What follows belongs to an exercise in optimizing a design on an open flow for small area and a short achievable clock period; a production flow would make more cautious choices.
Where RTL was checked, it was by simulation tests only, not by an equivalence proof against the original.

==> try-willow: inputs <==
// evm_display
module evm_display(clk, rst_n, button, DC_switch, MD_switch, VA_switch, status_switch,
                   counter_A, counter_B, counter_DC_A, counter_DC_B, counter_MD_A, counter_MD_B,
                   counter_VA_A, counter_VA_B, counter_total, counter_DC_total, counter_MD_total,
                   counter_VA_total,
                   nextButton, result,
                   LED_out0, LED_out1, LED_out2, LED_out3, LED_out4, LED_out5, LED_out6, LED_out7);
input clk;
input rst_n;
input button;
input DC_switch;
input MD_switch;
input VA_switch;
input status_switch;
input [28:0] counter_A;
input [28:0] counter_B;
input [28:0] counter_DC_A;
input [28:0] counter_DC_B;
input [28:0] counter_MD_A;
input [28:0] counter_MD_B;
input [28:0] counter_VA_A;
input [28:0] counter_VA_B;
input [28:0] counter_total;
input [28:0] counter_DC_total;
input [28:0] counter_MD_total;
input [28:0] counter_VA_total;
output nextButton;
output [3:0] result;
output [6:0] LED_out0;
output [6:0] LED_out1;
output [6:0] LED_out2;
output [6:0] LED_out3;
output [6:0] LED_out4;
output [6:0] LED_out5;
output [6:0] LED_out6;
output [6:0] LED_out7;
debounce bk1(.clk(clk),
             .rst_n(rst_n),
             .nextButton(button),
             .buttonOut(nextButton));
countvote bk3(.clk(clk),
              .status_switch(status_switch),
              .counter_A(counter_A),
              .counter_B(counter_B),
              .counter_DC_A(counter_DC_A),
              .counter_DC_B(counter_DC_B),
              .counter_MD_A(counter_MD_A),
              .counter_MD_B(counter_MD_B),
              .counter_VA_A(counter_VA_A),
              .counter_VA_B(counter_VA_B),
              .result(result));
segmentdisplay bk4(.clk(clk),
                   .rst_n(rst_n),
                   .DC_switch(DC_switch),
                   .MD_switch(MD_switch),
                   .VA_switch(VA_switch),
                   .counter_A(counter_A),
                   .counter_B(counter_B),
                   .counter_DC_A(counter_DC_A),
  ...
==> module segmentdisplay, before the edit <==
module segmentdisplay(clk, rst_n, DC_switch, MD_switch, VA_switch,
						  counter_A, counter_B, counter_DC_A, counter_DC_B, counter_MD_A, counter_MD_B,
						  counter_VA_A, counter_VA_B, counter_total, counter_DC_total, counter_MD_total, counter_VA_total,
						  LED_out0, LED_out1, LED_out2, LED_out3, LED_out4, LED_out5, LED_out6, LED_out7);
parameter SPLIT = 16;
input clk;
input rst_n;
input DC_switch;
input MD_switch;
input VA_switch;
input[28:0] counter_A;
input[28:0] counter_B;
input[28:0] counter_DC_A;
input[28:0] counter_DC_B;
input[28:0] counter_MD_A;
input[28:0] counter_MD_B;
input[28:0] counter_VA_A;
input[28:0] counter_VA_B;
input[28:0] counter_total;
input[28:0] counter_DC_total;
input[28:0] counter_MD_total;
input[28:0] counter_VA_total;
output [6:0] LED_out0;
output [6:0] LED_out1;
output [6:0] LED_out2;
output [6:0] LED_out3;
output [6:0] LED_out4;
output [6:0] LED_out5;
output [6:0] LED_out6;
output [6:0] LED_out7;
reg [4:0] timer;
reg [1:0] group;      
reg tagA, tagC;       
function [6:0] seg;
	input [3:0] d;
	case (d)
	4'd0: seg = 7'b1000000;
	4'd1: seg = 7'b1111001;
	4'd2: seg = 7'b0100100;
	4'd3: seg = 7'b0110000;
	4'd4: seg = 7'b0011001;
	4'd5: seg = 7'b0010010;
	4'd6: seg = 7'b0000010;
	4'd7: seg = 7'b1111000;
	4'd8: seg = 7'b0000000;
	4'd9: seg = 7'b0011000;
	default: seg = 7'b1000000;
	endcase
endfunction
always @ (posedge clk or negedge rst_n)
	if (!rst_n)
		timer <= 5'd0;
	else if (timer == 5'd24)
		timer <= 5'd0;
	else
		timer <= timer + 5'd1;
always @ (posedge clk)
	if (DC_switch && !MD_switch && !VA_switch)
		group <= 2'd1;
	else if (MD_switch && !VA_switch && !DC_switch)
		group <= 2'd2;
	else if (VA_switch && !MD_switch && !DC_switch)
		group <= 2'd3;
	else
		group <= 2'd0;
wire slotA = timer < 5'd8;
wire slotB = !slotA && timer < 5'd16;
wire slotC = !slotA && !slotB;
wire g0 = group == 2'd0, g1 = group == 2'd1, g2 = group == 2'd2, g3 = group == 2'd3;
wire [28:0] sel = {29{slotA & g0}} & counter_A        | {29{slotA & g1}} & counter_DC_A |
                  {29{slotA & g2}} & counter_MD_A     | {29{slotA & g3}} & counter_VA_A |
                  {29{slotB & g0}} & counter_B        | {29{slotB & g1}} & counter_DC_B |
                  {29{slotB & g2}} & counter_MD_B     | {29{slotB & g3}} & counter_VA_B |
                  {29{slotC & g0}} & counter_total    | {29{slotC & g1}} & counter_DC_total |
                  {29{slotC & g2}} & counter_MD_total | {29{slotC & g3}} & counter_VA_total;
function integer maxval;
	input integer n;
	input integer k;
	integer m, p, j;
	begin
		m = (1 << n) - 1;
		p = 1;
		for (j = 0; j < k; j = j + 1) p = p * 10;
		if (m / p >= 10) maxval = 9;
		else maxval = m / p;
	end
endfunction
wire [27:0] st [0:29];      
assign st[0] = 28'd0;
reg [27:0] bcd_q;
reg [28-SPLIT:0] bin_q;
genvar n, k;
generate
	for (n = 1; n <= 29; n = n + 1) begin : step
		wire [27:0] prev = (n == SPLIT + 1) ? bcd_q : st[n-1];
		wire b = (n <= SPLIT) ? sel[29-n] : bin_q[29-n];
		wire [27:0] adj;
		for (k = 0; k < 7; k = k + 1) begin : dig
			if (maxval(n-1, k) >= 5)
				add3 c(.a(prev[4*k +: 4]), .y(adj[4*k +: 4]));
			else
				assign adj[4*k +: 4] = prev[4*k +: 4];
		end
		assign st[n] = {adj[26:0], b};
	end
endgenerate
always @ (posedge clk) begin
	bcd_q <= st[SPLIT];
	bin_q <= sel[28-SPLIT:0];
	tagA <= slotA;
	tagC <= slotC;
end
wire [27:0] bcd = st[29];
assign LED_out0 = seg(bcd[3:0]);
assign LED_out1 = seg(bcd[7:4]);
assign LED_out2 = seg(bcd[11:8]);
assign LED_out3 = seg(bcd[15:12]);
assign LED_out4 = seg(bcd[19:16]);
assign LED_out5 = seg(bcd[23:20]);
assign LED_out6 = seg(bcd[27:24]);
assign LED_out7 = {tagC, 1'b0, 1'b0, tagA, tagC, !tagA, !tagA && !tagC};
endmodule
==> module add3, before the edit <==
module add3(a, y);
input [3:0] a;
output [3:0] y;
assign y[3] = a[3] | a[2] & (a[1] | a[0]);
assign y[2] = a[2] & !a[1] & !a[0] | a[3] & a[0];
assign y[1] = !a[2] & a[1] | a[2] & a[1] & a[0] | a[3] & !a[0];
assign y[0] = !a[3] & !a[2] & a[0] | a[2] & a[1] & !a[0] | a[3] & !a[0];
endmodule
Settings: LEC_CHECK=0, ABC_AREA=1, CAP_MARGIN=20, CORE_MARGIN=2, CORE_UTILIZATION=40, SLEW_MARGIN=20, SYNTH_HIERARCHICAL=1; clock period 36.0 ns.
standard.sh (not shown) runs the stock make flow with config.mk's settings and CLKGATE_MAP_FILE= SYNTH_SCRIPT=/design/flow/synth_recipe.tcl, a recipe that flattens the netlist after the stock synthesis.
==> flow/flow/run.sh <==
#!/bin/bash
# The standard layout (standard.sh) with two changes to how it is made:
#  - ABC maps for area first ("map -a") and then buffers and sizes, instead of
#    the stock area script's "map -B 0.9"; see flow/abc_area.script;
#  - the port buffers are the smallest buffer cell instead of the one
#    buffer_ports picks by default.
# The ORFS scripts folder is copied here with only abc_area.script replaced.
# Each step's full output goes to its own log file in this folder; ORFS also
# keeps per-step logs under orfs/logs.
set -euo pipefail
rm -rf scripts
cp -r "$FLOW_HOME/scripts" scripts
cp flow/abc_area.script scripts/abc_area.script
export SCRIPTS_DIR="$PWD/scripts"
export BUFFER_PORTS_ARGS="-buffer_cell sky130_fd_sc_hd__buf_1"
bash standard.sh synth > synth.log 2>&1
bash standard.sh floorplan > floorplan.log 2>&1
bash standard.sh place > place.log 2>&1
bash standard.sh cts > cts.log 2>&1
bash standard.sh route > route.log 2>&1
bash standard.sh finish > finish.log 2>&1
==> flow/flow/abc_area.script <==
strash
dch
map -a
topo
stime -c
buffer -c
upsize -c
dnsize -c
==> try-violet: changes against try-willow <==
--- a/flow/design.v
+++ b/flow/design.v
@@ -106,2 +106,22 @@
 reg tagA, tagC;       
+function [3:0] add3;
+	input [3:0] a;
+	begin
+		add3[3] = a[3] | a[2] & (a[1] | a[0]);
+		add3[2] = a[2] & !a[1] & !a[0] | a[3] & a[0];
+		add3[1] = !a[2] & a[1] | a[2] & a[1] & a[0] | a[3] & !a[0];
+		add3[0] = !a[3] & !a[2] & a[0] | a[2] & a[1] & !a[0] | a[3] & !a[0];
+	end
+endfunction
+function [27:0] dd_step;
+	input [27:0] d;
+	input b;
+	reg [27:0] a;
+	integer k;
+	begin
+		for (k = 0; k < 7; k = k + 1)
+			a[4*k +: 4] = add3(d[4*k +: 4]);
+		dd_step = {a[26:0], b};
+	end
+endfunction
 function [6:0] seg;
@@ -148,35 +168,13 @@
                   {29{slotC & g2}} & counter_MD_total | {29{slotC & g3}} & counter_VA_total;
-function integer maxval;
-	input integer n;
-	input integer k;
-	integer m, p, j;
-	begin
-		m = (1 << n) - 1;
-		p = 1;
-		for (j = 0; j < k; j = j + 1) p = p * 10;
-		if (m / p >= 10) maxval = 9;
-		else maxval = m / p;
-	end
-endfunction
-wire [27:0] st [0:29];      
-assign st[0] = 28'd0;
+reg [27:0] pre_bcd;
+integer i;
+always @(*) begin
+	pre_bcd = 28'd0;
+	for (i = 28; i > 28 - SPLIT; i = i - 1)
+		pre_bcd = dd_step(pre_bcd, sel[i]);
+end
 reg [27:0] bcd_q;
 reg [28-SPLIT:0] bin_q;
-genvar n, k;
-generate
-	for (n = 1; n <= 29; n = n + 1) begin : step
-		wire [27:0] prev = (n == SPLIT + 1) ? bcd_q : st[n-1];
-		wire b = (n <= SPLIT) ? sel[29-n] : bin_q[29-n];
-		wire [27:0] adj;
-		for (k = 0; k < 7; k = k + 1) begin : dig
-			if (maxval(n-1, k) >= 5)
-				add3 c(.a(prev[4*k +: 4]), .y(adj[4*k +: 4]));
-			else
-				assign adj[4*k +: 4] = prev[4*k +: 4];
-		end
-		assign st[n] = {adj[26:0], b};
-	end
-endgenerate
 always @ (posedge clk) begin
-	bcd_q <= st[SPLIT];
+	bcd_q <= pre_bcd;
 	bin_q <= sel[28-SPLIT:0];
@@ -185,3 +183,9 @@
 end
-wire [27:0] bcd = st[29];
+reg [27:0] bcd;
+integer j;
+always @(*) begin
+	bcd = bcd_q;
+	for (j = 28 - SPLIT; j >= 0; j = j - 1)
+		bcd = dd_step(bcd, bin_q[j]);
+end
 assign LED_out0 = seg(bcd[3:0]);
@@ -194,10 +198,2 @@
 assign LED_out7 = {tagC, 1'b0, 1'b0, tagA, tagC, !tagA, !tagA && !tagC};
-endmodule
-module add3(a, y);
-input [3:0] a;
-output [3:0] y;
-assign y[3] = a[3] | a[2] & (a[1] | a[0]);
-assign y[2] = a[2] & !a[1] & !a[0] | a[3] & a[0];
-assign y[1] = !a[2] & a[1] | a[2] & a[1] & a[0] | a[3] & !a[0];
-assign y[0] = !a[3] & !a[2] & a[0] | a[2] & a[1] & !a[0] | a[3] & !a[0];
 endmodule
==> flow/flow/run.sh (replaced) <==
#!/bin/bash
# Standard layout, except that the port buffers are the smallest buffer cell
# instead of the one buffer_ports picks by default. Each step's full output
# goes to its own log file here; ORFS also keeps per-step logs under orfs/logs.
set -euo pipefail
export BUFFER_PORTS_ARGS="-buffer_cell sky130_fd_sc_hd__buf_1"
bash standard.sh synth > synth.log 2>&1
bash standard.sh floorplan > floorplan.log 2>&1
bash standard.sh place > place.log 2>&1
bash standard.sh cts > cts.log 2>&1
bash standard.sh route > route.log 2>&1
bash standard.sh finish > finish.log 2>&1
Settings changed: SYNTH_HIERARCHICAL 1 to default.
removed: flow/flow/abc_area.script
==> try-garnet: changes against try-willow <==
--- a/flow/design.v
+++ b/flow/design.v
@@ -77,3 +77,3 @@
 						  LED_out0, LED_out1, LED_out2, LED_out3, LED_out4, LED_out5, LED_out6, LED_out7);
-parameter SPLIT = 16;
+parameter SPLIT = 17;
 input clk;
@@ -106,18 +106,2 @@
 reg tagA, tagC;       
-function [6:0] seg;
-	input [3:0] d;
-	case (d)
-	4'd0: seg = 7'b1000000;
-	4'd1: seg = 7'b1111001;
-	4'd2: seg = 7'b0100100;
-	4'd3: seg = 7'b0110000;
-	4'd4: seg = 7'b0011001;
-	4'd5: seg = 7'b0010010;
-	4'd6: seg = 7'b0000010;
-	4'd7: seg = 7'b1111000;
-	4'd8: seg = 7'b0000000;
-	4'd9: seg = 7'b0011000;
-	default: seg = 7'b1000000;
-	endcase
-endfunction
 always @ (posedge clk or negedge rst_n)
@@ -125,6 +109,7 @@
 		timer <= 5'd0;
-	else if (timer == 5'd24)
+	else if (timer[4] & timer[3])
 		timer <= 5'd0;
 	else
-		timer <= timer + 5'd1;
+		timer <= {timer[4] ^ (&timer[3:0]), timer[3] ^ (&timer[2:0]), timer[2] ^ (&timer[1:0]),
+		          timer[1] ^ timer[0], !timer[0]};
 always @ (posedge clk)
@@ -138,12 +123,22 @@
 		group <= 2'd0;
-wire slotA = timer < 5'd8;
-wire slotB = !slotA && timer < 5'd16;
-wire slotC = !slotA && !slotB;
+wire slotA = !timer[4] & !timer[3];
+wire slotB = !timer[4] & timer[3];
+wire slotC = timer[4];
 wire g0 = group == 2'd0, g1 = group == 2'd1, g2 = group == 2'd2, g3 = group == 2'd3;
-wire [28:0] sel = {29{slotA & g0}} & counter_A        | {29{slotA & g1}} & counter_DC_A |
-                  {29{slotA & g2}} & counter_MD_A     | {29{slotA & g3}} & counter_VA_A |
-                  {29{slotB & g0}} & counter_B        | {29{slotB & g1}} & counter_DC_B |
-                  {29{slotB & g2}} & counter_MD_B     | {29{slotB & g3}} & counter_VA_B |
-                  {29{slotC & g0}} & counter_total    | {29{slotC & g1}} & counter_DC_total |
-                  {29{slotC & g2}} & counter_MD_total | {29{slotC & g3}} & counter_VA_total;
+wire [11:0] s = {slotC & g3, slotB & g3, slotA & g3,
+                 slotC & g2, slotB & g2, slotA & g2,
+                 slotC & g1, slotB & g1, slotA & g1,
+                 slotC & g0, slotB & g0, slotA & g0};
+wire [28:0] sel;
+genvar m;
+generate
+	for (m = 0; m < 29; m = m + 1) begin : mux
+		wire n0, n1, n2, n3;
+		m_a222oi r0(.A1(counter_A[m]),    .A2(s[0]),  .B1(counter_B[m]),    .B2(s[1]),  .C1(counter_total[m]),    .C2(s[2]),  .Y(n0));
+		m_a222oi r1(.A1(counter_DC_A[m]), .A2(s[3]),  .B1(counter_DC_B[m]), .B2(s[4]),  .C1(counter_DC_total[m]), .C2(s[5]),  .Y(n1));
+		m_a222oi r2(.A1(counter_MD_A[m]), .A2(s[6]),  .B1(counter_MD_B[m]), .B2(s[7]),  .C1(counter_MD_total[m]), .C2(s[8]),  .Y(n2));
+		m_a222oi r3(.A1(counter_VA_A[m]), .A2(s[9]),  .B1(counter_VA_B[m]), .B2(s[10]), .C1(counter_VA_total[m]), .C2(s[11]), .Y(n3));
+		m_nand4 o(.A(n0), .B(n1), .C(n2), .D(n3), .Y(sel[m]));
+	end
+endgenerate
 function integer maxval;
@@ -186,9 +181,9 @@
 wire [27:0] bcd = st[29];
-assign LED_out0 = seg(bcd[3:0]);
-assign LED_out1 = seg(bcd[7:4]);
-assign LED_out2 = seg(bcd[11:8]);
-assign LED_out3 = seg(bcd[15:12]);
-assign LED_out4 = seg(bcd[19:16]);
-assign LED_out5 = seg(bcd[23:20]);
-assign LED_out6 = seg(bcd[27:24]);
+m_seg7 d0(.d(bcd[3:0]), .s(LED_out0));
+m_seg7 d1(.d(bcd[7:4]), .s(LED_out1));
+m_seg7 d2(.d(bcd[11:8]), .s(LED_out2));
+m_seg7 d3(.d(bcd[15:12]), .s(LED_out3));
+m_seg7 d4(.d(bcd[19:16]), .s(LED_out4));
+m_seg7 d5(.d(bcd[23:20]), .s(LED_out5));
+m_seg7 d6(.d(bcd[27:24]), .s(LED_out6));
 assign LED_out7 = {tagC, 1'b0, 1'b0, tagA, tagC, !tagA, !tagA && !tagC};
@@ -203,2 +198,15 @@
 endmodule
+module m_seg7(d, s);
+input [3:0] d;
+output [6:0] s;
+assign s[0] = !d[3] & !d[2] & !d[1] & d[0] | d[2] & !d[1] & !d[0];
+assign s[1] = d[2] & !d[1] & d[0] | d[2] & d[1] & !d[0];
+assign s[2] = !d[2] & d[1] & !d[0];
+assign s[3] = !d[2] & !d[1] & d[0] | d[2] & !d[1] & !d[0] | d[2] & d[1] & d[0];
+assign s[4] = d[0] | d[2] & !d[1];
+assign s[5] = !d[2] & d[1] | !d[3] & !d[2] & d[0] | d[1] & d[0];
+assign s[6] = !d[3] & !d[2] & !d[1] | d[2] & d[1] & d[0];
+endmodule
+module m_a222oi(input A1, A2, B1, B2, C1, C2, output Y); assign Y = !(A1 & A2 | B1 & B2 | C1 & C2); endmodule
+module m_nand4(input A, B, C, D, output Y); assign Y = !(A & B & C & D); endmodule
 module evm_display(clk, rst_n, button, DC_switch, MD_switch, VA_switch, status_switch,
--- a/flow/flow/run.sh
+++ b/flow/flow/run.sh
@@ -1,8 +1,12 @@
 #!/bin/bash
-# The standard layout (standard.sh) with two changes to how it is made:
+# The standard layout (standard.sh) with these changes to how it is made:
 #  - ABC maps for area first ("map -a") and then buffers and sizes, instead of
-#    the stock area script's "map -B 0.9"; see flow/abc_area.script;
+#    the stock area script's "map -B 0.9" (flow/abc_area.script);
+#  - modules named m_* (small gates and decoders written out in the RTL) are
+#    mapped beforehand with "amap" (flow/abc_cells.script), which reaches the
+#    six-input gates that "map" does not; the registers are untouched;
 #  - the port buffers are the smallest buffer cell instead of the one
 #    buffer_ports picks by default.
-# The ORFS scripts folder is copied here with only abc_area.script replaced.
+# The ORFS scripts folder is copied here with those two scripts added and
+# the one abc call in synth.tcl split in two.
 # Each step's full output goes to its own log file in this folder; ORFS also
@@ -13,2 +17,5 @@
 cp flow/abc_area.script scripts/abc_area.script
+cp flow/abc_cells.script scripts/abc_cells.script
+sed -i 's|^  log_cmd abc {\*}\$abc_args$|  log_cmd abc {*}[lreplace $abc_args 1 1 $::env(SCRIPTS_DIR)/abc_cells.script] m_*\n  log_cmd abc {*}$abc_args|' scripts/synth.tcl
+grep -q 'abc_cells.script\] m_\*' scripts/synth.tcl
 export SCRIPTS_DIR="$PWD/scripts"
==> flow/flow/abc_cells.script (new file) <==
strash
amap
topo
Settings changed: PLACE_DENSITY from default to 0.75.
==> flow_summary_export.csv <==
group,metric,value,unit
cells_and_area,fin_area,14800,um2
cells_and_area,multi_input_area,9360,um2
cells_and_area,clk_share,0.0101,
worst_setup_path,path_delay_family,"compound AO/OA/AOI/OAI gates",
floorplan,num_tap_cells,402,
timing,fin_crit,13.12,ns
clock_network,cts.sinks,49,
status,status,"no timing/DRC/antenna violations",
global_routing,grt_max_degree,34,
route,drt-initial-drc-count,1190,
floorplan,start_util,0.404,
cells_and_area,nonClockInverterCount,552,
route,vias,18500,
timing,hold_slack,0.454,ns
route,wl_met1,21.8,mm
floorplan,die_area,33100,um2
-- figures above: try-willow

==> flow_summary_export.csv <==
group,metric,value,unit
route,drt-initial-drc-count,1549,
worst_setup_path,path_delay_family,"simple AND/OR/NAND/NOR gates",
clock_network,cts.sinks,51,
floorplan,num_tap_cells,468,
route,vias,21100,
status,status,"no timing/DRC/antenna violations",
route,wl_met1,25.6,mm
floorplan,start_util,0.408,
global_routing,grt_max_degree,28,
-- figures above: try-violet

==> flow_summary_export.csv <==
group,metric,value,unit
route,drt-initial-drc-count,2146,
timing,fin_crit,12.87,ns
timing,hold_slack,0.449,ns
status,status,"no timing/DRC/antenna violations",
cells_and_area,nonClockInverterCount,492,
cells_and_area,multi_input_area,8460,um2
floorplan,die_area,29600,um2
clock_network,cts.sinks,50,
route,wl_met1,19.3,mm
-- figures above: try-garnet

The RTL of try-violet was laid out without a check of its function.

## afterwards: timing with drivers on the ports
How much do the figures lean on ideal ports? The routed layouts below were timed once more, with nothing changed but the port constraints.
Step 1 sets driving cells, clkbuf_16 on the clock port and buf_2 on the other inputs (assumed; they add their load-dependent delay and slew).
Step 2 moves the port delays by t, midway between the first and last clock arrival at a register: inputs arrive t later, outputs are due t later. That takes back most of the time a late clock gives input paths.
Three values: ideal, step 1, step 2; two values: the first two.
| run | shift t [ns] | setup slack, ns | worst hold slack (ns) | worst setup path at the end |
|---|---|---|---|---|
| try-willow | 0.373 | 22.885 / 22.832 / 23.206 | 0.454 / 0.454 / 0.454 | register to output |
| try-violet | 0.353 | 23.073 / 23.022 / 23.375 | 0.446 / 0.446 / 0.446 | register to output |
| try-garnet | 0.353 | 23.130 / 23.081 / 23.072 | 0.449 / 0.449 / 0.449 | input to register |
After both steps setup and hold are still met in every run listed. For try-garnet, which loses most, drivers alone change the setup slack by -0.049 ns; drivers and shift together by -0.058 ns.
